From an optimization exercise on the open Yosys and OpenROAD flow, aimed at small area; shortcuts taken in it are not production practice.
RTL that was checked went through simulation tests only; none was proved equivalent to the original.

==> 09-28: inputs <==
// radar_system
module radar_system(
    input wire clk,              
    input wire rst,              
    output wire pwm,             
    output wire trig,            
    input wire echo,             
    input wire [7:0] angle,      
    output wire [15:0] distance  
);
    servo_motor servo_inst(
        .clk(clk),
        .rst(rst),
        .duty_cycle(angle),
        .servo_control(pwm)
    );
    ultrasonic_sensor sensor_inst(
        .clk(clk),
        .rst(rst),
        .trig(trig),
        .echo(echo),
        .distance(distance)
    );
endmodule
==> module ultrasonic_sensor, before the edit <==
module ultrasonic_sensor(
    input clk,
    input rst,
    output trig,
    input echo,
    output reg [15:0] distance
    );
    reg [19:0] t;
    reg [14:0] q;
    reg [5:0]  e;
    reg        m;      
    assign trig = (t[19:10] == 10'd0) & (t[9:0] != 10'd0) & (t[9:0] <= 10'd1000);
    wire elast = e[5] & e[4] & e[3] & e[0];                        
    wire ewrap = q[14] & q[10] & q[9] & q[7] & q[4] & q[3] & q[2] & q[1]
               & e[5] & e[4] & e[1] & e[0];                         
    always @(posedge clk or posedge rst) begin
        if (rst) begin
            t <= 0;
            m <= 0;
            distance <= 0;
        end else begin
            t <= t + 20'd1;
            m <= echo;
            if (~echo & m) distance <= {1'b0, q};
        end
    end
    always @(posedge clk) begin
        if (~m) begin
            q <= 0;
            e <= 6'd1;
        end else if (ewrap) begin
            q <= 0;
            e <= 0;
        end else if (elast) begin
            q <= q + 15'd1;
            e <= 0;
        end else
            e <= e + 6'd1;
    end
endmodule
==> module servo_motor, before the edit <==
module servo_motor (
    input wire clk,
    input wire rst,
    input wire [7:0] duty_cycle,
    output reg servo_control
);
    reg [6:0]  clo;    
    reg [5:0]  r;      
    reg [11:0] g;      
    reg [7:0]  a;      
    wire step = (clo[6] & clo[5] & clo[1] & clo[0]);            
    wire wrap = g[11] & g[10] & ~g[9] & g[8] & g[6] & g[4] & g[3] & g[2] & g[0];  
    wire first = g[11] & g[10] & g[9] & ~g[8];                  
    wire rlast = r[5] & r[4] & r[0];                             
    wire ginc = step & (r == 6'd4 || r == 6'd10 || r == 6'd15 || r == 6'd21 || r == 6'd26 ||
                        r == 6'd32 || r == 6'd37 || r == 6'd43 || r == 6'd49);
    wire neg  = g[11] & g[10] & g[9] & g[8];                     
    wire mid  = (g[11:8] == 4'd0);                               
    always @(posedge clk or posedge rst) begin
        if (rst) begin
            clo <= 0;
            r <= 0;
            g <= 12'hE4D;
            servo_control <= 0;
        end else begin
            clo <= step ? 7'd0 : clo + {6'd0, ~wrap};
            if (step) r <= rlast ? 6'd0 : r + 6'd1;
            g <= (wrap | first) ? 12'hF4D : g + {11'd0, ginc};
            servo_control <= neg | (mid & (a >= g[7:0]));
        end
    end
    always @(posedge clk) a <= duty_cycle;
endmodule
clock: 25.0 ns
lec_check: 0
cap_margin: 20
core_margin: 2
core_utilization: 40
slew_margin: 20
run.sh (not shown) runs the stock make flow with config.mk's settings and CLKGATE_MAP_FILE= SYNTH_SCRIPT=/design/flow/synth_recipe.tcl, a recipe that flattens the netlist after the stock synthesis.
==> 12-06: changes against 09-28 <==
--- a/flow/design.v
+++ b/flow/design.v
@@ -34,7 +34,7 @@
 module ultrasonic_sensor(
     input clk,
     input rst,
-    output trig,
+    output reg trig,
     input echo,
     output reg [15:0] distance
     );
@@ -42,17 +42,21 @@
     reg [14:0] q;
     reg [5:0]  e;
     reg        m;      
-    assign trig = (t[19:10] == 10'd0) & (t[9:0] != 10'd0) & (t[9:0] <= 10'd1000);
-    wire elast = e[5] & e[4] & e[3] & e[0];                        
+    wire tz = (t[18:0] == 19'd0);
+    wire tset = tz & ~t[19];                                        
+    wire tclr = t[16] & t[15] & t[10] & t[7] & t[6] & t[2];         
+    wire elast = e[4] & e[3] & e[2] & e[1] & e[0];                 
     wire ewrap = q[14] & q[10] & q[9] & q[7] & q[4] & q[3] & q[2] & q[1]
-               & e[5] & e[4] & e[1] & e[0];                         
+               & e[3] & e[2] & e[1] & e[0];                         
     always @(posedge clk or posedge rst) begin
         if (rst) begin
             t <= 0;
+            trig <= 0;
             m <= 0;
             distance <= 0;
         end else begin
-            t <= t + 20'd1;
+            t <= {t[18:0], t[19] ^ t[16] ^ tz};
+            trig <= tset | (trig & ~tclr);
             m <= echo;
             if (~echo & m) distance <= {1'b0, q};
         end
@@ -60,7 +64,7 @@
     always @(posedge clk) begin
         if (~m) begin
             q <= 0;
-            e <= 6'd1;
+            e <= 6'd1;                                              
         end else if (ewrap) begin
             q <= 0;
             e <= 0;
@@ -68,7 +72,7 @@
             q <= q + 15'd1;
             e <= 0;
         end else
-            e <= e + 6'd1;
+            e <= {e[4:0], ~(e[5] ^ e[0])};
     end
 endmodule
 module radar_system(
==> flow/flow/run.sh (new file) <==
#!/bin/bash
# The standard layout (standard.sh) with three changes:
#  - synthesis is synth_recipe.tcl unchanged, but abc uses flow/area.abc (area-oriented mapping);
#  - each port gets a buf_1 as its port buffer;
#  - clock tree synthesis adds no dummy loads.
set -euo pipefail
W=$PWD
export AREA_ABC_SCRIPT=$W/flow/area.abc
export FLOW_SYNTH_TCL=$W/synth_recipe.tcl
export BUFFER_PORTS_ARGS="-buffer_cell sky130_fd_sc_hd__buf_1"
export CTS_ARGS="-sink_clustering_enable -repair_clock_nets -dont_use_dummy_load"
sed "s#SYNTH_SCRIPT=[^ ]*#SYNTH_SCRIPT=$W/flow/synth.tcl#" standard.sh > standard_area.sh
grep -q "SYNTH_SCRIPT=$W/flow/synth.tcl" standard_area.sh
bash standard_area.sh > standard_make.log 2>&1
==> flow/flow/area.abc (new file) <==
strash
&get -n
&deepsyn -T 30
&put
dch -f
amap
strash
dch -f
amap
topo
stime -c
==> flow/flow/synth.tcl (new file) <==
# The standard synthesis (synth_recipe.tcl, sourced unchanged), except that abc maps the
# logic with flow/area.abc, an area-oriented script, instead of ORFS's speed script.
proc abc {args} {
  set i [lsearch $args -script]
  if {$i >= 0} { lset args [expr {$i + 1}] $::env(AREA_ABC_SCRIPT) }
  yosys abc {*}$args
}
source $::env(FLOW_SYNTH_TCL)
==> flow/standard.sh (new file) <==
#!/bin/bash
# synth_recipe.tcl (not shown) runs the flow's synth.tcl, then flattens the netlist and writes it again
# the make line also repeats each setting of config.mk as NAME=value (left out here)
make -C /OpenROAD-flow-scripts/flow DESIGN_CONFIG=/design/flow/config.mk WORK_HOME=/design/flow/orfs CLKGATE_MAP_FILE= SYNTH_SCRIPT=/design/flow/synth_recipe.tcl "${@:-finish}"
removed: flow/run.sh
==> 08-18: changes against 09-28 <==
==> flow/design.v (replaced) <==
module servo_motor (
    input wire clk,                  
    input wire rst,                  
    input wire [7:0] duty_cycle,     
    output reg servo_control         
);
    parameter CLOCK_FREQ = 100_000_000;  
    parameter PWM_PERIOD = 2_000_000;    
    reg [31:0] counter;              
    reg [31:0] pwm_high_time;        
    always @(posedge clk or posedge rst) begin
        if (rst) begin
            counter <= 0;
            pwm_high_time <= 0;
            servo_control <= 0;
        end
        else begin
        pwm_high_time <= (1000 + (duty_cycle * 1000 / 180)) * (CLOCK_FREQ / 1_000_000);
        if (counter >= PWM_PERIOD) begin
            counter <= 0;
        end else begin
            counter <= counter + 1;
        end
        if (counter < pwm_high_time) begin
            servo_control <= 1;
        end else begin
            servo_control <= 0;
        end
        end
    end
endmodule
module ultrasonic_sensor(
    input clk,
    input rst,
    output reg trig,
    input echo, 
    output reg [15:0] distance
    );
    reg [19:0] trig_counter;
    reg [19:0] echo_counter;
    reg measuring;
    always @(posedge clk or posedge rst) begin
        if (rst) begin
            trig_counter <= 0;
            echo_counter <= 0;
            trig <= 0;
            measuring <= 0;
            distance <= 0;
        end
        else begin
            if (trig_counter < 1000)   
                trig <= 1;
            else
                trig <= 0;
            trig_counter <= trig_counter + 1;
            if (echo == 1) begin
                echo_counter <= echo_counter + 1;
                measuring <= 1;
            end
            else if (measuring) begin
                distance <= echo_counter / 58;   
                echo_counter <= 0;
                measuring <= 0;
            end
            if (trig_counter >= 1200000)   
                trig_counter <= 0;
        end
    end
endmodule
module radar_system(
    input wire clk,              
    input wire rst,              
    output wire pwm,             
    output wire trig,            
    input wire echo,             
    input wire [7:0] angle,      
    output wire [15:0] distance  
);
    servo_motor servo_inst(
        .clk(clk),
        .rst(rst),
        .duty_cycle(angle),
        .servo_control(pwm)
    );
    ultrasonic_sensor sensor_inst(
        .clk(clk),
        .rst(rst),
        .trig(trig),
        .echo(echo),
        .distance(distance)
    );
endmodule
==> qor summary <==
item	09-28	08-18	12-06
Outcome	finished clean	finished clean	finished clean
Clock Sink Count	91	108	92
CP startpoint	sensor_inst.t[0]	angle[1]	echo
#FFs+latches synth	91	108	92
Min cycle time layout	6990 ps	21500 ps	6410 ps
Depth of the critical timing path with buffers and inverters included	7	56	4
Total met2 wirelength after detailed routing	3260 um	15300 um	2630 um
Latest clock arrival within the worst-skew pair	360 ps	360 ps	350 ps
Pre-CTS setup slack	18390 ps	3290 ps	18220 ps
Synthesized-area fraction occupied by xor and xnor cells	10.3%	7.11%	0%
Max Fanout on Critical Path	4	15	22
Setup crit end kind	primary output	register	register
Number of vias per cell after detailed routing	5.02	5.97	4.93
HP Start	sensor_inst.e[0]	sensor_inst.distance[4]	sensor_inst.t[9]
Function not checked in 09-28: the RTL went through the layout flow alone.

port drivers added, routing unchanged:
No port has a modelled driver above. Below, the same layouts with a new extraction and two added sets of constraints. Step 1: set_driving_cell puts a clkbuf_16 on clk and a buf_2 on each other input, an assumption about the parent block. Step 2, shift: input delay + t, output delay - t, t = (earliest + latest rising clock arrival at the registers) / 2. This alone moves slack from input paths to output paths. Slacks: ideal / step 1 / step 2; pairs: ideal / step 1.
run	t, ns	setup slack, ns	worst setup path at the end	cell pins on the clock port's net
09-28	0.387	18.008 / 17.977 / 18.364	register to output	1
12-06	0.369	18.594 / 18.603 / 18.234	input to register	1
08-18	0.407	3.500 / 3.527 / 3.119	input to register	1
After both steps every run listed still meets setup and hold. For 08-18, which loses most, drivers alone change the setup slack by +0.027 ns; drivers and shift together by -0.381 ns.
